From an optimization exercise on the open Yosys and OpenROAD flow, aimed at small area; shortcuts taken in it are not production practice.
At most, simulation tests tie the RTL to the original design; equivalence was not proved.
No functional check of the RTL was part of runs 2 and 3.
Power figures rest on the tool's default switching activity, not on a simulated workload.

==> flow/design.v (outline; a module is shown in full before it is edited, if it fits) <==
// module baud_rate: 33 lines
// module btn_debounce: 47 lines
// module dht11_controller: 161 lines
// module tick_gen_10us: 24 lines
// module fifo: 33 lines
// module register_file: 19 lines
// module fifo_cu: 70 lines
// module sender_uart: 125 lines
// module data_to_ascii: 7 lines
// module sender_uart_for_watch: 127 lines
// module sr04_controller: 31 lines
// module distance: 62 lines
// module start_trigger: 46 lines
// module tick_gen: 24 lines
// module stop_watch_dp: 62 lines
// module tick_gen_100hz: 23 lines
// module time_counter: 38 lines
// module stopwatch_cu: 35 lines
// module time_cu: 61 lines
// module stop_watch_normal_watch: 151 lines
// module mux2x1: 8 lines
// module demux: 16 lines
// module led_controller: 13 lines
// module switch_state_machine: 98 lines
// module switch15_state_machine: 44 lines
// module uart_convert: 60 lines
// module time_watch_dp: 80 lines
// module time_counter_ti: 56 lines
// module top_dht11: 72 lines
// module max_min_decision: 51 lines
// module auto_update: 31 lines
// module tick_gen_1hz: 24 lines
// module uart_controller: 50 lines
// module uart_rx: 83 lines
// module uart_tx: 100 lines
// module project_top: 149 lines
// module demux_top: 16 lines
module project_top (
    input wire       clk,
    input wire       reset,
    input wire       btnU,
    input wire       btnD,
    input wire       btnR,
    input wire       btnL,
    input wire [3:0] sw,
    input wire       sw15,
    input wire       dht11_in,
    input wire       rx,
    input wire       echo,
    output wire       dht11_out,
    output wire       dht11_oe,
    output wire       trig,
    output reg        tx,
    output wire       disp_setting,
    output wire       disp_uart_sw0,
    output wire [1:0] disp_status,
    output wire [6:0] disp_msec,
    output wire [5:0] disp_sec,
    output wire [5:0] disp_min,
    output wire [5:0] disp_hour,
    output wire [7:0] disp_rh,
    output wire [7:0] disp_temp,
    output wire [9:0] disp_dist
);
  // ...
==> flow/run.sh <==
#!/bin/bash
# synth_recipe.tcl (not shown) runs the flow's synth.tcl, then flattens the netlist and writes it again
# the make line also repeats each setting of config.mk as NAME=value (left out here)
make -C /OpenROAD-flow-scripts/flow DESIGN_CONFIG=/design/flow/config.mk WORK_HOME=/design/flow/orfs CLKGATE_MAP_FILE= SYNTH_SCRIPT=/design/flow/synth_recipe.tcl finish
==> flow/config.mk <==
export PLATFORM = sky130hd
export DESIGN_NAME = project_top
export DESIGN_NICKNAME = project_top
export VERILOG_FILES = /design/flow/design.v
export SDC_FILE = /design/flow/constraint.sdc
export NUM_CORES = 4
export LEC_CHECK = 0
export CAP_MARGIN = 20
export CORE_MARGIN = 2
export CORE_UTILIZATION = 40
export SLEW_MARGIN = 20
==> flow/constraint.sdc <==
create_clock -name core_clock -period 10.0 [get_ports {clk}]
set_input_delay 2.0000 -clock core_clock [delete_from_list [all_inputs] [get_ports {clk}]]
set_output_delay 2.0000 -clock core_clock [all_outputs]
set_load 0.01 [all_outputs]
==> flow_metrics.env, run 1 <==
export IMPL_drive_above_1_share=0.111
export IMPL_highest_layer="met5"
export IMPL_tightest_slew_ns=1.06
export IMPL_pg_comb_uw=500
export IMPL_io_pin_count=73
export IMPL_grt_remaining_overflow=0
export IMPL_seqPwrFrac=0.460
export IMPL_clockPowerShare=0.462
export IMPL_timing_rr_start="U_DHT11.U_MAX_MIN.temp_min_reg[5]$_DFFE_PP1P_"
export IMPL_min_from="U_DHT11.U_DHT_CTRL.U_TICK.cnt_reg[0]$_DFF_PP0_"
export IMPL_max_cap_violations=0
export IMPL_dieArea_sq_um=111000
export IMPL_area_share_nonclk_buffers=0.0196
export IMPL_grt_util_met3=0.0299
export IMPL_finalWorstSetupSlack_ns=3.39
export IMPL_dominant_cells="multi-input gates"
export IMPL_final_common_cell="nand2_1"
export IMPL_worstSetupPathType="flop to flop"
export IMPL_switchingPower_uw=1570
export IMPL_vias_per_cell=5.79
export IMPL_crit_family="compound AO/OA/AOI/OAI gates"
export IMPL_cellPowerDensity_nw_per_um2=134
export IMPL_postLayoutCellArea_sq_um=48000
export IMPL_multi_input_area_sq_um=23200
export IMPL_synthMuxAreaShare=0.0949
export IMPL_route_detailed_wl_per_inst_um=18.7
export IMPL_critPathArrivalTime_ns=7.14
export IMPL_postRouteAntennaNets=0
export IMPL_cts_htree_levels=3
export IMPL_buffers=98
export IMPL_fp_coreArea_sq_um=108000
export IMPL_final_cell_mix="416 x nand2_1, 406 x dfrtp_1, 339 x nor2_1"
export IMPL_cts_buffers=80
export IMPL_cts_hold_fix_buffers=0
export IMPL_dpl_cell_area_sq_um=45300
export IMPL_fin_setup_tns_ns=0
export IMPL_cts_sinks=689
export IMPL_status="no timing/DRC/antenna violations"
export IMPL_p_leak_uw=0.0185
export IMPL_synth_top_family_by_area="compound AO/OA/AOI/OAI gates"
==> module max_min_decision, before the edit <==
module max_min_decision (
    input  wire       clk,
    input  wire       reset,
    input  wire       dht11_valid,
    input  wire [7:0] rh_data,
    input  wire [7:0] temp_data,
    output wire [7:0] max_humi,
    output wire [7:0] max_temp,
    output wire [7:0] min_humi,
    output wire [7:0] min_temp
);
    reg [7:0]
        temp_max_reg,
        temp_min_reg,
        humi_max_reg,
        humi_min_reg,
        temp_max_next,
        temp_min_next,
        humi_max_next,
        humi_min_next;
    assign max_humi = humi_max_reg;
    assign max_temp = temp_max_reg;
    assign min_humi = humi_min_reg;
    assign min_temp = temp_min_reg;
    always @(posedge clk, posedge reset) begin
        if (reset) begin
            temp_max_reg <= 0;
            temp_min_reg <= 8'hff;
            humi_max_reg <= 0;
            humi_min_reg <= 8'hff;
        end else begin
            temp_max_reg <= temp_max_next;
            temp_min_reg <= temp_min_next;
            humi_max_reg <= humi_max_next;
            humi_min_reg <= humi_min_next;
        end
    end
    always @(*) begin
        temp_max_next = temp_max_reg;
        temp_min_next = temp_min_reg;
        humi_max_next = humi_max_reg;
        humi_min_next = humi_min_reg;
        if (dht11_valid) begin
            if (temp_data > temp_max_reg) temp_max_next = temp_data;
            if (temp_data < temp_min_reg) temp_min_next = temp_data;
            if (rh_data > humi_max_reg && rh_data < 100)
                humi_max_next = rh_data;
            if (rh_data < humi_min_reg) humi_min_next = rh_data;
        end
    end
endmodule
==> module project_top, before the edit <==
module project_top (
    input wire       clk,
    input wire       reset,
    input wire       btnU,
    input wire       btnD,
    input wire       btnR,
    input wire       btnL,
    input wire [3:0] sw,
    input wire       sw15,
    input wire       dht11_in,
    input wire       rx,
    input wire       echo,
    output wire       dht11_out,
    output wire       dht11_oe,
    output wire       trig,
    output reg        tx,
    output wire       disp_setting,
    output wire       disp_uart_sw0,
    output wire [1:0] disp_status,
    output wire [6:0] disp_msec,
    output wire [5:0] disp_sec,
    output wire [5:0] disp_min,
    output wire [5:0] disp_hour,
    output wire [7:0] disp_rh,
    output wire [7:0] disp_temp,
    output wire [9:0] disp_dist
);
    wire w_btnu_db, w_btnr_db, w_btnd_db, w_btnl_db;
    wire w_dht11_tx, w_watch_tx;
    wire w_dht11_rx, w_watch_rx, w_rx_done_watch, w_rx_done_dht, w_final_switch15;
    wire uart_sw2, uart_sw3;
    wire [9:0] w_dist_data;
    wire [7:0] w_rh_data, w_temp_data, w_rx_data_watch, w_rx_data_dht;
    wire [2:0] w_dht_btn;
    wire [3:0] w_stopwatch_btn;
    wire [1:0] w_status_time, w_final_switch;
    wire [6:0] w_msec;
    wire [5:0] w_sec, w_min, w_hour;
    assign w_dht11_rx = (sw[2]) ? rx : 1;
    assign w_watch_rx = (~sw[2]) ? rx : 1;
    demux_top U_DEMUX (
        .sw2(sw[2]),
        .btnL(w_btnl_db),
        .btnR(w_btnr_db),
        .btnU(w_btnu_db),
        .btnD(w_btnd_db),
        .btn_dht(w_dht_btn),
        .btn_sw(w_stopwatch_btn)
    );
    btn_debounce U_BTNR (
        .clk  (clk),
        .reset(reset),
        .i_btn(btnR),
        .o_btn(w_btnr_db)
    );
    btn_debounce U_BTNL (
        .clk  (clk),
        .reset(reset),
        .i_btn(btnL),
        .o_btn(w_btnl_db)
    );
    btn_debounce U_BTNU (
        .clk  (clk),
        .reset(reset),
        .i_btn(btnU),
        .o_btn(w_btnu_db)
    );
    btn_debounce U_BTND (
        .clk  (clk),
        .reset(reset),
        .i_btn(btnD),
        .o_btn(w_btnd_db)
    );
    sr04_controller U_sr04_controller (
        .clk(clk),
        .rst(reset),
        .start(w_btnu_db & sw[3]),
        .echo(echo),
        .trigger(trig),
        .dist_data(w_dist_data),
        .dist_done()
    );
    stop_watch_normal_watch U_WATCH (
        .clk(clk),
        .reset(reset),
        .btnL_clear(w_btnl_db),
        .btnR_runstop(w_btnr_db),
        .btnU_up(w_btnu_db),
        .btnD_down(w_btnd_db),
        .rx_done(w_rx_done_watch),
        .rx_data(w_rx_data_watch),
        .sw(sw[1:0]),
        .sw_setting(sw15),
        .led_for_mode(),
        .status_time(w_status_time),
        .msec_watch(w_msec),
        .sec_watch(w_sec),
        .min_watch(w_min),
        .hour_watch(w_hour),
        .final_switch(w_final_switch),
        .final_switch15(w_final_switch15)
    );
    sender_uart_for_watch U_SEND_WATCH (
        .clk(clk),
        .reset(reset),
        .rx(w_watch_rx),
        .start((~sw[2]) & w_btnu_db & (~sw[1])),
        .i_temp(w_temp_data),
        .i_humi(w_rh_data),
        .i_sec(w_sec),
        .i_min(w_min),
        .i_hour(w_hour),
        .tx(w_watch_tx),
        .rx_done(w_rx_done_watch),
        .rx_data(w_rx_data_watch)
    );
    top_dht11 U_DHT11 (
        .clk(clk),
        .reset(reset),
        .btn_start(w_dht_btn[0]),
        .btnL_temp(w_dht_btn[2]),
        .btnR_humi(w_dht_btn[1]),
        .dht11_in(dht11_in),
        .dht11_out(dht11_out),
        .dht11_oe(dht11_oe),
        .rx(w_dht11_rx),
        .dht11_valid(),
        .rx_done(w_rx_done_dht),
        .rx_data(w_rx_data_dht),
        .tx(w_dht11_tx),
        .rh_data(w_rh_data),
        .temp_data(w_temp_data)
    );
    assign disp_setting  = w_final_switch15 && (~w_final_switch[1]);
    assign disp_uart_sw0 = w_final_switch[0];
    assign disp_status   = w_status_time;
    assign disp_msec     = w_msec;
    assign disp_sec      = w_sec;
    assign disp_min      = w_min;
    assign disp_hour     = w_hour;
    assign disp_rh       = w_rh_data;
    assign disp_temp     = w_temp_data;
    assign disp_dist     = w_dist_data;
    always @(*) begin
        tx = 1;
        if (sw[2] == 0) tx = w_watch_tx;
        else tx = w_dht11_tx;
    end
endmodule
==> run 2: changes to the inputs <==
==> flow/design.v (replaced) <==
`timescale 1ns / 1ps
module project_top (
    input wire       clk,
    input wire       reset,
    input wire       btnU,
    input wire       btnD,
    input wire       btnR,
    input wire       btnL,
    input wire [3:0] sw,
    input wire       sw15,
    input wire       dht11_in,
    input wire       rx,
    input wire       echo,
    output wire       dht11_out,
    output wire       dht11_oe,
    output wire       trig,
    output wire       tx,
    output wire       disp_setting,
    output wire       disp_uart_sw0,
    output wire [1:0] disp_status,
    output wire [6:0] disp_msec,
    output wire [5:0] disp_sec,
    output wire [5:0] disp_min,
    output wire [5:0] disp_hour,
    output wire [7:0] disp_rh,
    output wire [7:0] disp_temp,
    output wire [9:0] disp_dist
);
    reg [11:0] t12;
    reg [2:0]  t5;
    always @(posedge clk, posedge reset) begin
        if (reset) begin
            t12 <= 12'd0;
            t5  <= 3'd5;
        end else begin
            t12 <= t12 + 12'd1;
            case (t5)
                3'd4:    t5 <= 3'd0;
                3'd5:    t5 <= 3'd1;
                default: t5 <= t5 + 3'd1;
            endcase
        end
    end
    wire started   = (t5 != 3'd5);
    wire baud_tick = (t5 == 3'd0);                        
    wire tick4     = (t12[1:0] == 2'd0) & started;        
    wire sec_tick  = (t12 == 12'd0) & started;            
    wire db_clk    = (t5 == 3'd0) & ~t12[0];              
    wire db_phase  = (t5 == 3'd1) & t12[0];               
    reg [2:0] auto_cnt;
    always @(posedge clk, posedge reset) begin
        if (reset) auto_cnt <= 3'd0;
        else if (sec_tick) auto_cnt <= (auto_cnt == 3'd5) ? 3'd1 : auto_cnt + 3'd1;
    end
    wire auto_update = (auto_cnt == 3'd5) & (t12 == 12'd1);
    reg [4:0] cnt_u, cnt_d, cnt_r, cnt_l;
    always @(posedge clk, posedge reset) begin
        if (reset) begin
            cnt_u <= 5'd0;
            cnt_d <= 5'd0;
            cnt_r <= 5'd0;
            cnt_l <= 5'd0;
        end else if (db_clk) begin
            cnt_u <= ~btnU ? 5'd0 : (cnt_u[4] ? 5'd17 : cnt_u + 5'd1);
            cnt_d <= ~btnD ? 5'd0 : (cnt_d[4] ? 5'd17 : cnt_d + 5'd1);
            cnt_r <= ~btnR ? 5'd0 : (cnt_r[4] ? 5'd17 : cnt_r + 5'd1);
            cnt_l <= ~btnL ? 5'd0 : (cnt_l[4] ? 5'd17 : cnt_l + 5'd1);
        end
    end
    wire b_u = db_phase & (cnt_u == 5'd16);
    wire b_d = db_phase & (cnt_d == 5'd16);
    wire b_r = db_phase & (cnt_r == 5'd16);
    wire b_l = db_phase & (cnt_l == 5'd16);
    sr04_unit U_SR04 (
        .clk(clk), .reset(reset), .tick(tick4),
        .start(b_u & sw[3]), .echo(echo),
        .trig(trig), .dist_data(disp_dist)
    );
    wire       dht_valid;
    wire [7:0] rh_data, temp_data;
    dht11_unit U_DHT (
        .clk(clk), .reset(reset), .tick(tick4),
        .start((b_u & sw[2]) | auto_update),
        .dht11_in(dht11_in), .dht11_out(dht11_out), .dht11_oe(dht11_oe),
        .valid(dht_valid), .rh(rh_data), .temp(temp_data)
    );
    assign disp_rh   = rh_data;
    assign disp_temp = temp_data;
    wire [7:0] max_humi, max_temp, min_humi, min_temp;
    max_min_decision U_MAX_MIN (
        .clk(clk), .reset(reset), .dht11_valid(dht_valid),
        .rh_data(rh_data), .temp_data(temp_data),
        .max_humi(max_humi), .max_temp(max_temp),
        .min_humi(min_humi), .min_temp(min_temp)
    );
    wire dht_tx;
    sensor_sender U_SSEND (
        .clk(clk), .reset(reset), .baud_tick(baud_tick),
        .temp_start(b_l & sw[2]), .humi_start(b_r & sw[2]),
        .max_temp(max_temp), .min_temp(min_temp),
        .max_humi(max_humi), .min_humi(min_humi),
        .tx(dht_tx)
    );
    wire       rx_done;
    wire [7:0] rx_data;
    wire       watch_tx;
    uart_rx_unit U_RX (
        .clk(clk), .reset(reset), .rx(sw[2] | rx), .b_tick(baud_tick),
        .rx_done(rx_done), .dout(rx_data)
    );
    watch_unit U_WATCH (
        .clk(clk), .reset(reset),
        .btnL(b_l), .btnR(b_r), .btnU(b_u), .btnD(b_d),
        .rx_done(rx_done), .rx_data(rx_data),
        .sw(sw[1:0]), .sw15(sw15),
        .disp_setting(disp_setting), .disp_uart_sw0(disp_uart_sw0),
        .status(disp_status),
        .msec(disp_msec), .sec(disp_sec), .min(disp_min), .hour(disp_hour)
    );
    watch_sender U_WSEND (
        .clk(clk), .reset(reset), .baud_tick(baud_tick),
        .start(~sw[2] & b_u & ~sw[1]),
        .i_temp(temp_data), .i_humi(rh_data),
        .i_sec(disp_sec), .i_min(disp_min), .i_hour(disp_hour[4:0]),
        .tx(watch_tx)
    );
    assign tx = sw[2] ? dht_tx : watch_tx;
endmodule
module uart_tx_unit (
    input  wire       clk,
    input  wire       reset,
    input  wire       baud_tick,
    input  wire       start,
    input  wire [7:0] din,
    output wire       busy,
    output wire       tx
);
    localparam IDLE = 2'd0, START = 2'd1, DATA = 2'd2, STOP = 2'd3;
    reg [1:0] state;
    reg       tx_reg;
    reg [2:0] dcnt;
    reg [3:0] bcnt;
    assign busy = (state != IDLE);
    assign tx   = tx_reg;
    always @(posedge clk, posedge reset) begin
        if (reset) begin
            state  <= IDLE;
            tx_reg <= 1'b1;
        end else begin
            case (state)
                IDLE: begin
                    tx_reg <= 1'b1;
                    if (start) state <= START;
                end
                START: if (baud_tick) begin
                    tx_reg <= 1'b0;
                    if (bcnt == 4'd8) state <= DATA;
                end
                DATA: begin
                    tx_reg <= din[dcnt];
                    if (baud_tick && bcnt == 4'd7 && dcnt == 3'd7) state <= STOP;
                end
                STOP: if (baud_tick) begin
                    tx_reg <= 1'b1;
                    if (bcnt == 4'd7) state <= IDLE;
                end
            endcase
        end
    end
    always @(posedge clk) begin
        case (state)
            IDLE: begin
                bcnt <= 4'd0;
                dcnt <= 3'd0;
            end
            START: if (baud_tick) begin
                if (bcnt == 4'd8) begin
                    bcnt <= 4'd0;
                    dcnt <= 3'd0;
                end else bcnt <= bcnt + 4'd1;
            end
            DATA: if (baud_tick) begin
                if (bcnt == 4'd7) begin
                    bcnt <= 4'd0;
                    dcnt <= dcnt + 3'd1;
                end else bcnt <= bcnt + 4'd1;
            end
            STOP: if (baud_tick && bcnt != 4'd7) bcnt <= bcnt + 4'd1;
        endcase
    end
endmodule
module watch_sender (
    input  wire       clk,
    input  wire       reset,
    input  wire       baud_tick,
    input  wire       start,
    input  wire [7:0] i_temp,
    input  wire [7:0] i_humi,
    input  wire [5:0] i_sec,
    input  wire [5:0] i_min,
    input  wire [4:0] i_hour,
    output wire       tx
);
    reg [1:0] state;
    reg       send;
    reg [5:0] cnt;
    wire      full, empty, busy;
    wire load = (state == 2'd2) & ~full & (cnt < 6'd34);
    always @(posedge clk, posedge reset) begin
        if (reset) begin
            state <= 2'd0;
            send  <= 1'b0;
        end else begin
            case (state)
                2'd0: if (start) state <= 2'd1;
                2'd1: state <= 2'd2;
                2'd2: if (~full) begin
                    if (cnt < 6'd34) send <= 1'b1;
                    else begin
                        state <= 2'd0;
                        send  <= 1'b0;
                    end
                end
                default: ;
            endcase
        end
    end
    always @(posedge clk) begin
        if (state == 2'd1) cnt <= 6'd0;
        else if (state == 2'd2 && ~full && cnt < 6'd34) cnt <= cnt + 6'd1;
    end
    reg [7:0] val;
    always @(*) begin
        case (cnt)
            6'd5, 6'd6:   val = {3'd0, i_hour};
            6'd8, 6'd9:   val = {2'd0, i_min};
            6'd11, 6'd12: val = {2'd0, i_sec};
            6'd22, 6'd23: val = i_temp;
            default:      val = i_humi;
        endcase
    end
    wire [3:0] d_hi = (val / 8'd10) % 8'd10;
    wire [3:0] d_lo = val % 8'd10;
    reg [1:0] h1;
    reg [3:0] h0, m0, s0, t1, t0, u1, u0;
    reg [2:0] m1, s1;
    always @(posedge clk) begin
        if (load) begin
            case (cnt)
                6'd5:  h1 <= d_hi[1:0];
                6'd6:  h0 <= d_lo;
                6'd8:  m1 <= d_hi[2:0];
                6'd9:  m0 <= d_lo;
                6'd11: s1 <= d_hi[2:0];
                6'd12: s0 <= d_lo;
                6'd22: t1 <= d_hi;
                6'd23: t0 <= d_lo;
                6'd31: u1 <= d_hi;
                6'd32: u0 <= d_lo;
                default: ;
            endcase
        end
    end
    reg [5:0] tp;
    wire [6:0] x = {1'b0, cnt} - {1'b0, tp};
    assign empty = send ? (x == 7'd2  || x == 7'h60) : (tp == 6'd33);
    assign full  = send ? (x == 7'd18 || x == 7'h70) : (tp == 6'd17);
    always @(posedge clk, posedge reset) begin
        if (reset) tp <= 6'd33;
        else if (~busy & ~empty) tp <= (tp == 6'd33) ? 6'd0 : tp + 6'd1;
    end
    reg [7:0] byte_out;
    always @(*) begin
        case (tp)
            6'd0:  byte_out = "t";
            6'd1:  byte_out = "i";
            6'd2:  byte_out = "m";
            6'd3:  byte_out = "e";
            6'd4:  byte_out = " ";
            6'd5:  byte_out = {6'b001100, h1};
            6'd6:  byte_out = {4'b0011, h0};
            6'd7:  byte_out = ":";
            6'd8:  byte_out = {5'b00110, m1};
            6'd9:  byte_out = {4'b0011, m0};
            6'd10: byte_out = ":";
            6'd11: byte_out = {5'b00110, s1};
            6'd12: byte_out = {4'b0011, s0};
            6'd13: byte_out = ",";
            6'd14: byte_out = " ";
            6'd15: byte_out = "t";
            6'd16: byte_out = "e";
            6'd17: byte_out = "m";
            6'd18: byte_out = "p";
            6'd19: byte_out = " ";
            6'd20: byte_out = ":";
            6'd21: byte_out = " ";
            6'd22: byte_out = {4'b0011, t1};
            6'd23: byte_out = {4'b0011, t0};
            6'd24: byte_out = ",";
            6'd25: byte_out = " ";
            6'd26: byte_out = "h";
            6'd27: byte_out = "u";
            6'd28: byte_out = "m";
            6'd29: byte_out = "i";
            6'd30: byte_out = " ";
            6'd31: byte_out = {4'b0011, u1};
            6'd32: byte_out = {4'b0011, u0};
            default: byte_out = "\n";
        endcase
    end
    uart_tx_unit U_TX (
        .clk(clk), .reset(reset), .baud_tick(baud_tick),
        .start(~empty), .din(byte_out), .busy(busy), .tx(tx)
    );
endmodule
module sensor_sender (
    input  wire       clk,
    input  wire       reset,
    input  wire       baud_tick,
    input  wire       temp_start,
    input  wire       humi_start,
    input  wire [7:0] max_temp,
    input  wire [7:0] min_temp,
    input  wire [7:0] max_humi,
    input  wire [7:0] min_humi,
    output wire       tx
);
    reg       state;
    reg       send;
    reg       mode;
    reg [4:0] cnt;
    wire      full, empty, busy;
    wire load = state & ~full & (cnt < 5'd26);
    always @(posedge clk, posedge reset) begin
        if (reset) begin
            state <= 1'b0;
            send  <= 1'b0;
        end else begin
            if (~state) begin
                if (temp_start | humi_start) state <= 1'b1;
            end else if (~full) begin
                if (cnt < 5'd26) send <= 1'b1;
                else begin
                    state <= 1'b0;
                    send  <= 1'b0;
                end
            end
        end
    end
    always @(posedge clk) begin
        if (~state) begin
            if (temp_start | humi_start) begin
                cnt  <= 5'd0;
                mode <= temp_start;
            end
        end else if (~full && cnt < 5'd26) cnt <= cnt + 5'd1;
    end
    wire [7:0] val = cnt[4] ? (mode ? min_temp : min_humi) : (mode ? max_temp : max_humi);
    wire [3:0] d_hi = (val / 8'd10) % 8'd10;
    wire [3:0] d_lo = val % 8'd10;
    reg       mode_a, mode_b;
    reg [3:0] x1, x0, n1, n0;
    always @(posedge clk) begin
        if (load) begin
            case (cnt)
                5'd5:  mode_a <= mode;
                5'd10: x1 <= d_hi;
                5'd11: x0 <= d_lo;
                5'd18: mode_b <= mode;
                5'd23: n1 <= d_hi;
                5'd24: n0 <= d_lo;
                default: ;
            endcase
        end
    end
    reg [4:0] tp;
    reg       not_first;
    wire [5:0] x = {1'b0, cnt} - {1'b0, tp};
    assign empty = send ? (x == 6'd2  || x == 6'h28) : (tp == 5'd25);
    assign full  = send ? (x == 6'd18 || x == 6'h38) : (tp == 5'd9);
    always @(posedge clk, posedge reset) begin
        if (reset) begin
            tp        <= 5'd25;
            not_first <= 1'b0;
        end else if (~busy & ~empty) begin
            tp <= (tp == 5'd25) ? 5'd0 : tp + 5'd1;
            if (tp == 5'd0) not_first <= 1'b1;
        end
    end
    reg [7:0] byte_out;
    always @(*) begin
        case (tp)
            5'd0:  byte_out = not_first ? "\n" : 8'h00;
            5'd1:  byte_out = "m";
            5'd2:  byte_out = "a";
            5'd3:  byte_out = "x";
            5'd4:  byte_out = " ";
            5'd5:  byte_out = mode_a ? "t" : "h";
            5'd6:  byte_out = mode_a ? "e" : "u";
            5'd7:  byte_out = "m";
            5'd8:  byte_out = mode_a ? "p" : "i";
            5'd9:  byte_out = " ";
            5'd10: byte_out = {4'b0011, x1};
            5'd11: byte_out = {4'b0011, x0};
            5'd12: byte_out = ",";
            5'd13: byte_out = " ";
            5'd14: byte_out = "m";
            5'd15: byte_out = "i";
            5'd16: byte_out = "n";
            5'd17: byte_out = " ";
            5'd18: byte_out = mode_b ? "t" : "h";
            5'd19: byte_out = mode_b ? "e" : "u";
            5'd20: byte_out = "m";
            5'd21: byte_out = mode_b ? "p" : "i";
            5'd22: byte_out = " ";
            5'd23: byte_out = {4'b0011, n1};
            5'd24: byte_out = {4'b0011, n0};
            default: byte_out = "\n";
        endcase
    end
    uart_tx_unit U_TX (
        .clk(clk), .reset(reset), .baud_tick(baud_tick),
        .start(~empty), .din(byte_out), .busy(busy), .tx(tx)
    );
endmodule
module uart_rx_unit (
    input  wire       clk,
    input  wire       reset,
    input  wire       rx,
    input  wire       b_tick,
    output wire       rx_done,
    output wire [7:0] dout
);
    localparam IDLE = 3'd0, START = 3'd1, DATA = 3'd2, DATA_READ = 3'd3, STOP = 3'd4;
    reg [2:0] state;
    reg       done_reg;
    reg [3:0] bcnt;
    reg [2:0] dcnt;
    reg [7:0] data;
    assign rx_done = done_reg;
    assign dout    = data;
    always @(posedge clk, posedge reset) begin
        if (reset) begin
            state    <= IDLE;
            done_reg <= 1'b0;
        end else begin
            case (state)
                IDLE: begin
                    done_reg <= 1'b0;
                    if (b_tick & ~rx) state <= START;
                end
                START: if (b_tick && bcnt == 4'd11) state <= DATA_READ;
                DATA_READ: state <= DATA;
                DATA: if (b_tick && bcnt == 4'd7) state <= (dcnt == 3'd7) ? STOP : DATA_READ;
                STOP: if (b_tick) begin
                    state    <= IDLE;
                    done_reg <= 1'b1;
                end
                default: ;
            endcase
        end
    end
    always @(posedge clk) begin
        case (state)
            IDLE: begin
                bcnt <= 4'd0;
                dcnt <= 3'd0;
            end
            START: if (b_tick) bcnt <= (bcnt == 4'd11) ? 4'd0 : bcnt + 4'd1;
            DATA_READ: data <= {rx, data[7:1]};
            DATA: if (b_tick) begin
                if (bcnt == 4'd7) begin
                    if (dcnt != 3'd7) begin
                        dcnt <= dcnt + 3'd1;
                        bcnt <= 4'd0;
                    end
                end else bcnt <= bcnt + 4'd1;
            end
            default: ;
        endcase
    end
endmodule
module watch_unit (
    input  wire       clk,
    input  wire       reset,
    input  wire       btnL,
    input  wire       btnR,
    input  wire       btnU,
    input  wire       btnD,
    input  wire       rx_done,
    input  wire [7:0] rx_data,
    input  wire [1:0] sw,
    input  wire       sw15,
    output wire       disp_setting,
    output wire       disp_uart_sw0,
    output wire [1:0] status,
    output wire [6:0] msec,
    output wire [5:0] sec,
    output wire [5:0] min,
    output wire [5:0] hour
);
    wire u_start = rx_done & (rx_data == 8'h47);
    wire u_stop  = rx_done & (rx_data == 8'h53);
    wire u_clear = rx_done & (rx_data == 8'h43);
    wire u_up    = rx_done & (rx_data == 8'h55);
    wire u_down  = rx_done & (rx_data == 8'h44);
    wire u_right = rx_done & (rx_data == 8'h52);
    wire u_left  = rx_done & (rx_data == 8'h4c);
    wire w_uart_reset = rx_done & (rx_data == 8'h1b);
    reg usw0, usw1, usw15;
    always @(posedge clk, posedge reset) begin
        if (reset) begin
            usw0  <= 1'b0;
            usw1  <= 1'b0;
            usw15 <= 1'b0;
        end else begin
            if (rx_done & (rx_data == 8'h4d)) usw0 <= ~usw0;
            if (rx_done & (rx_data == 8'h4e)) usw1 <= ~usw1;
            if (rx_done & (rx_data == 8'h4f)) usw15 <= ~usw15;
        end
    end
    reg sw0_pre, sw1_pre, rxd1, rxd2;
    reg e_sw0, e_sw1;
    wire e_usw0 = rxd2 & (rx_data == 8'h4d);
    wire e_usw1 = rxd2 & (rx_data == 8'h4e);
    reg [1:0] mstate;    
    always @(posedge clk, posedge reset) begin
        if (reset) begin
            sw0_pre  <= 1'b0;
            sw1_pre  <= 1'b0;
            rxd1     <= 1'b0;
            rxd2     <= 1'b0;
            e_sw0    <= 1'b0;
            e_sw1    <= 1'b0;
            mstate   <= 2'd0;
        end else begin
            e_sw0    <= sw[0] ^ sw0_pre;
            e_sw1    <= sw[1] ^ sw1_pre;
            sw0_pre  <= sw[0];
            sw1_pre  <= sw[1];
            rxd1     <= rx_done;
            rxd2     <= rxd1;
            if (e_sw0 && sw[0] != mstate[0])
                mstate[0] <= sw[0];
            else if (e_sw1 && sw[1] != mstate[1])
                mstate[1] <= sw[1];
            else if (e_usw0 && usw0 != mstate[0])
                mstate[0] <= usw0;
            else if (e_usw1 && usw1 != mstate[1])
                mstate[1] <= usw1;
        end
    end
    wire final_sw0 = mstate[0];
    wire final_sw1 = mstate[1];
    reg sw15_pre, e_sw15, fsw15;
    always @(posedge clk, posedge reset) begin
        if (reset) begin
            sw15_pre <= 1'b0;
            e_sw15   <= 1'b0;
            fsw15    <= 1'b0;
        end else begin
            e_sw15   <= sw15 ^ sw15_pre;
            sw15_pre <= sw15;
            if (e_sw15) begin
                if (~fsw15) begin
                    if (sw15 | usw15) fsw15 <= 1'b1;
                end else begin
                    if (~sw15 | ~usw15) fsw15 <= 1'b0;
                end
            end
        end
    end
    assign disp_setting  = fsw15 & ~final_sw1;
    assign disp_uart_sw0 = final_sw0;
    wire sw_runstop = final_sw1 & btnR;
    wire sw_clear   = final_sw1 & btnL;
    wire ti_left    = ~final_sw1 & btnL;
    wire ti_right   = ~final_sw1 & btnR;
    wire ti_up      = ~final_sw1 & btnU;
    wire ti_down    = ~final_sw1 & btnD;
    wire wreset = reset | w_uart_reset;
    reg [1:0] sc;
    always @(posedge clk, posedge wreset) begin
        if (wreset) sc <= 2'd0;
        else case (sc)
            2'd0: if (sw_clear | u_clear) sc <= 2'd2;
                  else if (sw_runstop | u_start) sc <= 2'd1;
            2'd1: if (sw_runstop | u_stop) sc <= 2'd0;
            2'd2: if (sw_clear | u_stop) sc <= 2'd0;
            default: ;
        endcase
    end
    wire sw_run   = (sc == 2'd1);
    wire sw_clr   = (sc == 2'd2);
    reg [1:0] tc;
    wire t_left  = ti_left | u_left;
    wire t_right = ti_right | u_right;
    always @(posedge clk, posedge wreset) begin
        if (wreset) tc <= 2'd0;
        else if (sw15) case (tc)
            2'd0: if (t_left) tc <= 2'd1; else if (t_right) tc <= 2'd2;
            2'd1: if (t_left) tc <= 2'd2; else if (t_right) tc <= 2'd0;
            2'd2: if (t_left) tc <= 2'd0; else if (t_right) tc <= 2'd1;
            default: ;
        endcase
    end
    assign status = (sw15 && tc != 2'd3) ? tc : 2'd0;
    wire t_up   = sw15 & (ti_up | u_up);
    wire t_down = sw15 & (ti_down | u_down);
    wire sec_up    = t_up & (tc == 2'd0);
    wire min_up    = t_up & (tc == 2'd1);
    wire hour_up   = t_up & (tc == 2'd2);
    wire sec_down  = t_down & (tc == 2'd0);
    wire min_down  = t_down & (tc == 2'd1);
    wire hour_down = t_down & (tc == 2'd2);
    wire sreset = wreset | sw_clr;
    reg [2:0] sp;                
    reg [6:0] s_ms;
    reg [5:0] s_s, s_m;
    reg [4:0] s_h;
    reg       s_ms_t, s_s_t, s_m_t;
    wire      s_tick = (sp == 3'd5);
    always @(posedge clk, posedge sreset) begin
        if (sreset) begin
            sp     <= 3'd0;
            s_ms   <= 7'd0;
            s_s    <= 6'd0;
            s_m    <= 6'd0;
            s_h    <= 5'd0;
            s_ms_t <= 1'b0;
            s_s_t  <= 1'b0;
            s_m_t  <= 1'b0;
        end else begin
            if (sw_run) sp <= sp + 3'd1;
            if (s_tick) begin
                if (s_ms == 7'd99) begin s_ms <= 7'd0; s_ms_t <= 1'b1; end
                else s_ms <= s_ms + 7'd1;
            end else s_ms_t <= 1'b0;
            if (s_ms_t) begin
                if (s_s == 6'd59) begin s_s <= 6'd0; s_s_t <= 1'b1; end
                else s_s <= s_s + 6'd1;
            end else s_s_t <= 1'b0;
            if (s_s_t) begin
                if (s_m == 6'd59) begin s_m <= 6'd0; s_m_t <= 1'b1; end
                else s_m <= s_m + 6'd1;
            end else s_m_t <= 1'b0;
            if (s_m_t) begin
                if (s_h == 5'd23) s_h <= 5'd0;
                else s_h <= s_h + 5'd1;
            end
        end
    end
    reg [2:0] wp;
    reg [6:0] w_ms;
    reg [5:0] w_s, w_m;
    reg [4:0] w_h;
    reg       w_ms_t, w_s_t, w_m_t;
    wire      w_tick = (wp == 3'd5);
    always @(posedge clk, posedge wreset) begin
        if (wreset) begin
            wp     <= 3'd0;
            w_ms   <= 7'd0;
            w_s    <= 6'd0;
            w_m    <= 6'd0;
            w_h    <= 5'd12;
            w_ms_t <= 1'b0;
            w_s_t  <= 1'b0;
            w_m_t  <= 1'b0;
        end else begin
            wp <= wp + 3'd1;
            if (w_tick & ~sw15) begin
                if (w_ms == 7'd99) begin w_ms <= 7'd0; w_ms_t <= 1'b1; end
                else w_ms <= w_ms + 7'd1;
            end else w_ms_t <= 1'b0;
            if ((w_ms_t & ~sw15) | (sec_up & sw15)) begin
                if (w_s == 6'd59) begin w_s <= 6'd0; w_s_t <= 1'b1; end
                else w_s <= w_s + 6'd1;
            end else if (sec_down) begin
                if (w_s == 6'd0) begin w_s <= 6'd59; w_s_t <= 1'b0; end
                else w_s <= w_s - 6'd1;
            end else w_s_t <= 1'b0;
            if ((w_s_t & ~sw15) | (min_up & sw15)) begin
                if (w_m == 6'd59) begin w_m <= 6'd0; w_m_t <= 1'b1; end
                else w_m <= w_m + 6'd1;
            end else if (min_down) begin
                if (w_m == 6'd0) begin w_m <= 6'd59; w_m_t <= 1'b0; end
                else w_m <= w_m - 6'd1;
            end else w_m_t <= 1'b0;
            if ((w_m_t & ~sw15) | (hour_up & sw15)) begin
                if (w_h == 5'd23) w_h <= 5'd0;
                else w_h <= w_h + 5'd1;
            end else if (hour_down) begin
                if (w_h == 5'd0) w_h <= 5'd23;
                else w_h <= w_h - 5'd1;
            end
        end
    end
    assign msec = final_sw1 ? s_ms : w_ms;
    assign sec  = final_sw1 ? s_s : w_s;
    assign min  = final_sw1 ? s_m : w_m;
    assign hour = {1'b0, final_sw1 ? s_h : w_h};
endmodule
module dht11_unit (
    input  wire       clk,
    input  wire       reset,
    input  wire       tick,
    input  wire       start,
    input  wire       dht11_in,
    output wire       dht11_out,
    output wire       dht11_oe,
    output wire       valid,
    output wire [7:0] rh,
    output wire [7:0] temp
);
    localparam IDLE = 3'd0, START = 3'd1, WAIT = 3'd2, SYNCL = 3'd3,
               SYNCH = 3'd4, DATA_SYNC = 3'd5, DATA_DETECT = 3'd6, STOP = 3'd7;
    reg [2:0]  state;
    reg [10:0] tcnt;
    reg        out_reg, oe_reg, valid_reg;
    reg [7:0]  rh_reg, t_reg;
    reg [5:0]  dcnt;
    reg [7:0]  acc;
    assign dht11_out = out_reg;
    assign dht11_oe  = oe_reg;
    assign valid     = valid_reg;
    assign rh        = rh_reg;
    assign temp      = t_reg;
    wire       bit_end = (state == DATA_DETECT) & tick & (dcnt < 6'd40) & ~dht11_in;
    wire       bit_val = (tcnt >= 11'd5);
    wire [2:0] bpos    = ~dcnt[2:0];            
    wire [7:0] onehot  = 8'd1 << bpos;
    wire [7:0] addend  = (dcnt[5:3] == 3'd4) ? (~onehot + 8'd1) : onehot;
    always @(posedge clk) begin
        if (state == IDLE) acc <= 8'd0;
        else if (bit_end & bit_val) acc <= acc + addend;
        if (state == IDLE) dcnt <= 6'd0;
        else if (bit_end) dcnt <= dcnt + 6'd1;
    end
    always @(posedge clk) begin
        case (state)
            IDLE:        tcnt <= 11'd0;
            START:       if (tick) tcnt <= (tcnt == 11'd1900) ? 11'd0 : tcnt + 11'd1;
            WAIT:        if (tick) tcnt <= (tcnt == 11'd2) ? 11'd0 : tcnt + 11'd1;
            SYNCH:       if (tick) tcnt <= (~dht11_in | (tcnt == 11'd1001)) ? 11'd0 : tcnt + 11'd1;
            DATA_SYNC:   if (tick & dht11_in) tcnt <= 11'd0;
            DATA_DETECT: if (tick && dcnt < 6'd40) tcnt <= dht11_in ? tcnt + 11'd1 : 11'd0;
            STOP:        if (tick) begin
                             if (tcnt[2]) tcnt <= 11'd0;
                             else if (~dht11_in) tcnt <= tcnt + 11'd1;
                         end
            default: ;
        endcase
    end
    always @(posedge clk, posedge reset) begin
        if (reset) begin
            state     <= IDLE;
            out_reg   <= 1'b1;
            oe_reg    <= 1'b1;
            valid_reg <= 1'b0;
            rh_reg    <= 8'd0;
            t_reg     <= 8'd0;
        end else begin
            if (bit_end) begin
                if (dcnt[5:3] == 3'd0) rh_reg[bpos] <= bit_val;
                if (dcnt[5:3] == 3'd2) t_reg[bpos] <= bit_val;
            end
            case (state)
                IDLE: begin
                    out_reg <= 1'b1;
                    oe_reg  <= 1'b1;
                    if (start) state <= START;
                end
                START: if (tick) begin
                    out_reg <= 1'b0;
                    if (tcnt == 11'd1900) state <= WAIT;
                end
                WAIT: begin
                    out_reg <= 1'b1;
                    if (tick && tcnt == 11'd2) begin
                        state  <= SYNCL;
                        oe_reg <= 1'b0;
                    end
                end
                SYNCL: if (tick & dht11_in) state <= SYNCH;
                SYNCH: if (tick) begin
                    if (~dht11_in) begin
                        state     <= DATA_SYNC;
                        valid_reg <= 1'b0;
                    end else if (tcnt == 11'd1001) state <= IDLE;
                end
                DATA_SYNC: begin
                    if (dcnt > 6'd39) state <= STOP;
                    else if (tick & dht11_in) state <= DATA_DETECT;
                end
                DATA_DETECT: if (tick && dcnt < 6'd40 && ~dht11_in) state <= DATA_SYNC;
                STOP: begin
                    valid_reg <= (acc == 8'd0);
                    if (tick & tcnt[2]) state <= IDLE;
                end
            endcase
        end
    end
endmodule
module max_min_decision (
    input  wire       clk,
    input  wire       reset,
    input  wire       dht11_valid,
    input  wire [7:0] rh_data,
    input  wire [7:0] temp_data,
    output wire [7:0] max_humi,
    output reg  [7:0] max_temp,
    output reg  [7:0] min_humi,
    output reg  [7:0] min_temp
);
    reg [6:0] max_h;
    assign max_humi = {1'b0, max_h};
    always @(posedge clk, posedge reset) begin
        if (reset) begin
            max_temp <= 8'd0;
            min_temp <= 8'hff;
            max_h <= 7'd0;
            min_humi <= 8'hff;
        end else if (dht11_valid) begin
            if (temp_data > max_temp) max_temp <= temp_data;
            if (temp_data < min_temp) min_temp <= temp_data;
            if (rh_data > max_humi && rh_data < 8'd100) max_h <= rh_data[6:0];
            if (rh_data < min_humi) min_humi <= rh_data;
        end
    end
endmodule
module sr04_unit (
    input  wire       clk,
    input  wire       reset,
    input  wire       tick,
    input  wire       start,
    input  wire       echo,
    output wire       trig,
    output wire [9:0] dist_data
);
    reg       d_state;
    reg [5:0] d_cnt;
    reg [9:0] d_reg;
    assign dist_data = d_reg;
    always @(posedge clk, posedge reset) begin
        if (reset) begin
            d_state <= 1'b0;
            d_cnt   <= 6'd0;
            d_reg   <= 10'd0;
        end else if (tick) begin
            if (~d_state) begin
                if (echo) begin
                    d_state <= 1'b1;
                    d_reg   <= 10'd0;
                end
            end else begin
                if (d_cnt == 6'd58) begin
                    d_cnt <= 6'd0;
                    d_reg <= d_reg + 10'd1;
                end else if (~echo) begin
                    d_state <= 1'b0;
                    d_cnt   <= 6'd0;
                end else d_cnt <= d_cnt + 6'd1;
            end
        end
    end
    reg       t_state;
    reg       t_reg;
    reg [3:0] t_cnt;
    assign trig = t_reg;
    always @(posedge clk, posedge reset) begin
        if (reset) begin
            t_state <= 1'b0;
            t_reg   <= 1'b0;
        end else if (~t_state) begin
            t_reg <= 1'b0;
            if (start) t_state <= 1'b1;
        end else if (tick) begin
            t_reg <= 1'b1;
            if (t_cnt == 4'd10) t_state <= 1'b0;
        end
    end
    always @(posedge clk) begin
        if (~t_state) t_cnt <= 4'd0;
        else if (tick) t_cnt <= t_cnt + 4'd1;
    end
endmodule
--- a/flow/config.mk
+++ b/flow/config.mk
@@ -6,6 +6,12 @@
 export NUM_CORES = 4
 export LEC_CHECK = 0
+export ABC_AREA = 1
+export ABC_CLOCK_PERIOD_IN_PS = 10000
 export CAP_MARGIN = 20
 export CORE_MARGIN = 2
-export CORE_UTILIZATION = 40
+export CORE_UTILIZATION = 65
+export CTS_BUF_LIST = sky130_fd_sc_hd__clkbuf_4
+export CTS_CLUSTER_DIAMETER = 40
+export CTS_CLUSTER_SIZE = 8
+export PLACE_DENSITY = 0.75
 export SLEW_MARGIN = 20
==> run 2 against run 1 <==
Critical endpoint is now tx. Still clean. Synthesized cell count fell by 39%. Largest power group is now registers. Combinational power rose to 3.0 times the previous value. Clock power fell by 67%. Via count fell by 45%. Non-clock buffer count fell by 20. Highest routed layer is now met4.
==> flow_metrics.env, run 2 <==
export IMPL_grt_pass1_vias=17821
export IMPL_setup_violations=0
export IMPL_dp_hpwl_um=37700
export IMPL_route_detailed_wl_per_inst_um=15.4
export IMPL_relSlewSlack=0.310
export IMPL_fin_setup_tns_ns=0
export IMPL_endpoint_kind="output pin"
export IMPL_switchingPower_uw=1580
export IMPL_route_detailed_drc=0
export IMPL_nFillCells=2605
export IMPL_syn_avg_cell_area_sq_um=8.05
export IMPL_final_cell_mix="439 x nand2_1, 420 x inv_1, 268 x nor2_1"
export IMPL_whs_path_depth=0
export IMPL_globalplace_congestion=0.929
export IMPL_worstPathRequired_ns=8.00
export IMPL_synth_cell_area_sq_um=21500
export IMPL_ys_flop_type="dfrtp_1"
export IMPL_nets=2943
export IMPL_clk_latency_ns=0.78
export IMPL_clock_path_buffers=3
export IMPL_synth_net_count=2843
export IMPL_max_cap_violations=0
export IMPL_path_max_fanout=6
export IMPL_synth_edf_count=100
export IMPL_crit_chain="clkdlybuf4s50_1 > inv_1 > nand2_1 > nand2_1 > clkdlybuf4s50_1"
export IMPL_ys_top_cells_by_area="dfrtp_1 22%, edfxtp_1 14%, ha_1 9.3%"
export IMPL_synth_seq_cells=339
export IMPL_rows=66
export IMPL_comb_power_share=0.359
export IMPL_cts_hold_fix_buffers=0
export IMPL_start_util=0.660
export IMPL_yosys_area_top_type="dfrtp_1"
export IMPL_critPathArrivalTime_ns=3.55
export IMPL_final_common_cell="nand2_1"
export IMPL_p_leak_uw=0.0106
export IMPL_status="no timing/DRC/antenna violations"
export IMPL_drt_iter0_markers=1313
export IMPL_hold_viol=0
export IMPL_track_usage=0.297
export IMPL_ys_seq_area_frac=0.415
export IMPL_max_freq_mhz=180
export IMPL_power_uw=4180
export IMPL_startpoint_type="input pin"
export IMPL_synth_cell_types=73
export IMPL_largest_reg_flops=12
export IMPL_rsz0062_at_grt="no"
export IMPL_routed_via_count=18525
export IMPL_fin_crit_sh=0.555
export IMPL_wl_um=50100
export IMPL_irDropWorstVdd_mv=0.134
export IMPL_vias_per_cell=5.69
export IMPL_grt_max_degree=89
export IMPL_worstRegToRegCells=32
export IMPL_fin_worst_skew_ns=0.0341
export IMPL_post_synth_top_area_fraction=0.217
export IMPL_clockRootBuffer="clkbuf_4"
export IMPL_fp_coreArea_sq_um=32500
export IMPL_cts_resized=0
export IMPL_dieHeight_um=186
export IMPL_worstSetupPathType="input pin to output pin"
export IMPL_yosysMostFrequentCell="nand2_1"
export IMPL_crit_family="buffers and inverters"
export IMPL_first_pass_iters=8
export IMPL_drive_above_1_share=0.0807
export IMPL_cts_htree_levels=2
export IMPL_cts_tree="built"
export IMPL_grt_pass1_wl_um=83600
export IMPL_timing_rr_start="U_SSEND.mode$_DFFE_PP_"
export IMPL_hp_class="flop to flop"
export IMPL_cts_sinks=339
export IMPL_cellPowerDensity_nw_per_um2=178
export IMPL_clockPowerShare=0.235
export IMPL_min_period_ns=5.55
export IMPL_tightest_slew_ns=1.03
export IMPL_synthCells=2668
export IMPL_dieArea_sq_um=34500
export IMPL_clkTransAtPathRegs_ns=0.09
export IMPL_numPortBuffers=71
export IMPL_ff_latch_area_sq_um=8900
export IMPL_p_sw_frac=0.378
export IMPL_crit_buf_inv=3
export IMPL_internal_power_uw=2600
export IMPL_finish_utilization=0.722
export IMPL_crit_slowest_cell="clkdlybuf4s50_1"
export IMPL_async_flop_share=0.634
export IMPL_seqPwrFrac=0.406
export IMPL_die_w_um=186
export IMPL_postRouteAntennaNets=0
export IMPL_io_pin_count=73
export IMPL_grt_antenna_before_repair=1
export IMPL_drv_slew=0
export IMPL_yosysWarningCount=9
export IMPL_cpPeakStageDelay_ns=0.60
export IMPL_syn_to_final_growth_pct=9.38
export IMPL_ys_top_cells_by_count="439 x nand2_1, 421 x inv_1, 268 x nor2_1, 201 x o21ai_0, 186 x dfrtp_1"
export IMPL_critical_path_depth=5
export IMPL_min_from="U_WATCH.rxd1$_DFF_PP0_"
export IMPL_grt_remaining_overflow=0
export IMPL_cts_buffers=54
export IMPL_multi_input_area_sq_um=10800
export IMPL_postCtsSetupBuffers=0
export IMPL_critPathLaunch="sw[2]"
-- run 2: area by class of cell --
class / count / area share
clock inverters: 13 / 0.00538
diodes: 2 / 0.000213
repair buffers: 78 / 0.0325
well taps: 442 / 0.0235
multi-input cells: 1859 / 0.461
flip-flops and latches: 339 / 0.379
clock buffers: 88 / 0.0281
inverters: 436 / 0.0699
-- run 2: worst reg2reg max path: cells and delay by family, from the launching register on --
kind,cells,cell delay (ns)
compound gates,5,0.79
buf+inv,4,0.48
flops,1,0.90
fa+ha+maj,1,0.19
simple gates,22,2.46
-- run 2: worst paths after layout --
| kind | slack (ns) | end |
|---|---|---|
| worst max-delay path | 4.45 | tx |
| worst min-delay path | 0.36 | U_WATCH.rxd2$_DFF_PP0_ |
| worst max register to register | 4.93 | U_SSEND.x1[3]$_DFFE_PP_ |
| worst min register to register | 0.36 | U_WATCH.rxd2$_DFF_PP0_ |
| max in group asynchronous | 6.84 | t12[6]$_DFF_PP0_ |
| min in group asynchronous | 0.59 | U_WATCH.w_m[0]$_DFFE_PP0P_ |
-- run 2: stage by stage --
stage | hold slack, ns | setup slack [ns] | cell area (sq um) | std cells
after floorplan | 0.331 | 3.98 | 21500 | 2668
after global placement | 0.334 | 4.48 | 22700 | 3154
after detailed placement | 0.344 | 4.44 | 22700 | 3154
after CTS | 0.364 | 4.44 | 23500 | 3255
after global routing | 0.372 | 4.31 | 23500 | 3256
final | 0.360 | 4.45 | 23500 | 3257
-- run 2: power by group through the flow --
stage / sequential [uW] / combinational, uW / clock [uW]
final: 1700 / 1500 / 982
after global routing: 1710 / 1700 / 1070
after global placement: 1720 / 1420 / 0
after detailed placement: 1720 / 1490 / 0
after floorplan: 1700 / 1120 / 0
after CTS: 1700 / 1500 / 1000
-- run 2: kinds of logic after synthesis --
logic type / after synthesis / share of synthesized area
AND/OR/NAND/NOR: 1086 / 0.227
multiplexers: 3 / 0.00146
buffers and inverters: 470 / 0.0825
AO/OA/AOI/OAI: 526 / 0.147
adder cells (fa/ha/maj): 161 / 0.0942
flip-flops: 339 / 0.415
other: 1 / 0.000175
XOR/XNOR: 82 / 0.0334
-- run 2: per-layer routing --
layer  global-route usage  routed length (um)
met4                0.126                1820
met1                0.387               22100
met5                    0                   0
met2                0.491               23400
met3               0.0517                2810
==> run 3: changes to the inputs <==
--- a/flow/config.mk
+++ b/flow/config.mk
@@ -11,7 +11,5 @@
 export CORE_MARGIN = 2
 export CORE_UTILIZATION = 65
-export CTS_BUF_LIST = sky130_fd_sc_hd__clkbuf_4
-export CTS_CLUSTER_DIAMETER = 40
-export CTS_CLUSTER_SIZE = 8
+export CTS_BUF_LIST = sky130_fd_sc_hd__clkbuf_8
 export PLACE_DENSITY = 0.75
 export SLEW_MARGIN = 20
==> run 3 against run 2 <==
Synthesized cell count stayed put. Non-clock buffer count is 1 higher. Via count is 0.15% higher. Sequential cell count stayed put. Core utilization is 0.90 points higher. Wire length is 0.46% higher. Worst hold slack worse by 0.0052 ns. Worst setup slack better by 0.0052 ns. First-iteration DRC count is 0.30% higher. Critical path type unchanged. Highest routed layer unchanged.
==> flow_metrics.env, run 3 <==
export IMPL_finalNonFillerCells=3260
export IMPL_critical_path_depth=5
export IMPL_synthCells=2668
export IMPL_hold_viol=0
export IMPL_cts_hold_fix_buffers=0
export IMPL_post_synth_top_area_fraction=0.217
export IMPL_worstPathRequired_ns=8.00
export IMPL_dieHeight_um=186
export IMPL_irDropWorstVdd_mv=0.148
export IMPL_first_pass_iters=6
export IMPL_start_util=0.660
export IMPL_power_uw=4390
export IMPL_fin_crit_sh=0.555
export IMPL_r2r_end="U_WSEND.m1[2]$_DFFE_PP_"
export IMPL_yosysWarningCount=9
export IMPL_grt_remaining_overflow=0
export IMPL_endpoint_kind="output pin"
export IMPL_drt_iter0_markers=1317
export IMPL_max_freq_mhz=180
export IMPL_ys_top_cells_by_area="dfrtp_1 22%, edfxtp_1 14%, ha_1 9.3%"
export IMPL_ys_top_cells_by_count="439 x nand2_1, 421 x inv_1, 268 x nor2_1, 201 x o21ai_0, 186 x dfrtp_1"
export IMPL_rsz0062_at_grt="no"
export IMPL_cts_sinks=339
export IMPL_clkTransAtPathRegs_ns=0.06
export IMPL_relSlewSlack=0.300
export IMPL_syn_avg_cell_area_sq_um=8.05
export IMPL_grt_pass1_wl_um=84100
export IMPL_synth_net_count=2843
export IMPL_postLayoutCellArea_sq_um=23800
export IMPL_worstSetupPathType="input pin to output pin"
export IMPL_crit_family="buffers and inverters"
export IMPL_syn_to_final_growth_pct=10.7
export IMPL_timing_rr_start="U_WSEND.cnt[0]$_SDFFE_PN0P_"
export IMPL_grt_antenna_before_repair=0
export IMPL_critPathArrivalTime_ns=3.55
export IMPL_postCtsSetupBuffers=0
export IMPL_synth_edf_count=100
export IMPL_startpoint_type="input pin"
export IMPL_cts_tree="built"
export IMPL_globalplace_congestion=0.929
export IMPL_num_antenna_cells=0
export IMPL_yosys_area_top_type="dfrtp_1"
export IMPL_critPathLaunch="sw[2]"
export IMPL_min_period_ns=5.55
export IMPL_status="no timing/DRC/antenna violations"
export IMPL_tightest_slew_ns=1.04
export IMPL_dpl_cell_area_sq_um=22700
export IMPL_fin_worst_skew_ns=0.0360
export IMPL_yosysMostFrequentCell="nand2_1"
export IMPL_clockRootBuffer="clkbuf_8"
export IMPL_clock_path_buffers=3
export IMPL_die_w_um=186
export IMPL_fp_coreArea_sq_um=32500
export IMPL_cts_buffers=56
export IMPL_drive_above_1_share=0.0742
export IMPL_synth_cell_area_sq_um=21500
export IMPL_largest_reg_flops=12
export IMPL_clk_latency_ns=0.63
export IMPL_drv_slew=0
export IMPL_fin_setup_tns_ns=0
export IMPL_ys_seq_area_frac=0.415
export IMPL_path_max_fanout=6
export IMPL_finish_utilization=0.731
export IMPL_cpPeakStageDelay_ns=0.59
export IMPL_setup_violations=0
export IMPL_postRouteAntennaNets=0
export IMPL_grt_max_degree=89
export IMPL_reg2reg_slack_ns=4.98
export IMPL_synth_seq_cells=339
export IMPL_nets=2946
export IMPL_route_detailed_drc=0
export IMPL_cellPowerDensity_nw_per_um2=185
export IMPL_cts_htree_levels=2
export IMPL_vias_per_cell=5.69
export IMPL_synth_cell_types=73
export IMPL_final_cell_mix="439 x inv_1, 439 x nand2_1, 268 x nor2_1"
export IMPL_crit_slowest_cell="clkdlybuf4s50_1"
export IMPL_grt_pass1_vias=17901
export IMPL_dieArea_sq_um=34500
export IMPL_route_detailed_wl_per_inst_um=15.4
export IMPL_rows=66
export IMPL_routed_via_count=18553
export IMPL_ys_flop_type="dfrtp_1"
export IMPL_crit_buf_inv=3
export IMPL_numPortBuffers=71
export IMPL_async_flop_share=0.634
export IMPL_dp_hpwl_um=37700
export IMPL_max_cap_violations=0
export IMPL_hp_class="flop to flop"
export IMPL_worstRegToRegCells=35
export IMPL_p_leak_uw=0.0108
export IMPL_crit_chain="clkdlybuf4s50_1 > inv_1 > nand2_1 > nand2_1 > clkdlybuf4s50_1"
export IMPL_track_usage=0.298
export IMPL_dpl_cell_count=3154
export IMPL_critPathCapture="tx"
export IMPL_io_pin_count=73
export IMPL_cts_resized=0
export IMPL_wl_um=50300
-- run 3: cell type report --
class,instances,area [sq um]
Clock buffer,62,853
Clock inverter,43,223
Fill cell,2535,8760
Inverter,436,1640
Multi-Input combinational cell,1859,10800
Sequential cell,339,8900
Tap cell,442,553
Timing Repair Buffer,79,771
-- run 3: logic make-up after synthesis --
family	count (synthesis)	share of synthesized area
and+or+nand+nor	1086	0.227
AOI/OAI and AO/OA	526	0.147
buffers and inverters	470	0.0825
DFF	339	0.415
adders and majority gates	161	0.0942
xor gates and xnor gates	82	0.0334
muxes	3	0.00146
other	1	0.000175
-- run 3: metal layers --
metal | vias to the layer above | wire, um | global-route usage | part of all wire
li1 | 9177 | - | - | -
met1 | 8729 | 21800 | 0.385 | 0.43
met2 | 500 | 23700 | 0.495 | 0.47
met3 | 147 | 2810 | 0.0520 | 0.056
met4 | 0 | 1970 | 0.130 | 0.039
met5 | - | 0 | 0 | 0
-- run 3: worst reg2reg max path, delay by kind of cell (launching register included) --
family / cells / cell delay (ns)
and+or+nand+nor: 24 / 2.47
buffers and inverters: 5 / 0.34
DFF: 1 / 0.38
adders and majority gates: 4 / 1.04
AOI/OAI and AO/OA: 2 / 0.53
-- run 3: stage by stage --
stage | worst slack (ns) | hold WS [ns]
floorplan | 3.98 | 0.331
global placement | 4.48 | 0.334
detailed placement | 4.44 | 0.344
CTS | 4.44 | 0.355
global route | 4.33 | 0.363
finish | 4.45 | 0.355
-- run 3: how the worst min path moves through the flow --
stage	endpoint	depth (start not counted)	slack, ns	startpoint
detailed placement	U_WATCH.rxd2$_DFF_PP0_	0	0.34	U_WATCH.rxd1$_DFF_PP0_
global placement	U_WATCH.rxd2$_DFF_PP0_	0	0.33	U_WATCH.rxd1$_DFF_PP0_
CTS	U_WATCH.rxd2$_DFF_PP0_	0	0.35	U_WATCH.rxd1$_DFF_PP0_
finish	U_WATCH.rxd2$_DFF_PP0_	0	0.35	U_WATCH.rxd1$_DFF_PP0_
global route	U_WATCH.rxd2$_DFF_PP0_	0	0.36	U_WATCH.rxd1$_DFF_PP0_
floorplan	U_WATCH.rxd2$_DFF_PP0_	0	0.33	U_WATCH.rxd1$_DFF_PP0_
-- run 3: report_power, final --
group | leakage [uW] | switching [uW] | internal (uW) | total (uW)
sequential | 0.00378 | 70.1 | 1630 | 1700
combinational | 0.00635 | 983 | 519 | 1500
clock | 0.000623 | 588 | 598 | 1190
total | 0.0108 | 1640 | 2750 | 4390

-- separate check: timing with driven ports --
The results above use ideal ports. As a check the final layouts listed here were re-extracted and re-timed, cells and wires unchanged.
Step 1: set_driving_cell puts a clkbuf_16 on clk and a buf_2 on each other input, an assumption about the parent block.
Step 2 moves the port delays by t, midway between the first and last clock arrival at a register: inputs arrive t later, outputs are due t later. That takes back most of the time a late clock gives input paths.
Slacks: no drivers / after step 1 / after step 2; pairs: no drivers / after step 1.
run	shift t [ns]	setup WS [ns]	slew at the worst register clock pin (ns)	cell pins on the clock port's net
run 1	0.728	3.395 / 3.395 / 3.395	0.06 / 0.06	1
run 2	0.809	4.448 / 4.427 / 4.427	0.11 / 0.11	1
run 3	0.666	4.453 / 4.429 / 4.429	0.08 / 0.08	1
After both steps every run listed still meets setup and hold. For run 3, which loses most, drivers alone change the setup slack by -0.024 ns; drivers and shift together by -0.024 ns.
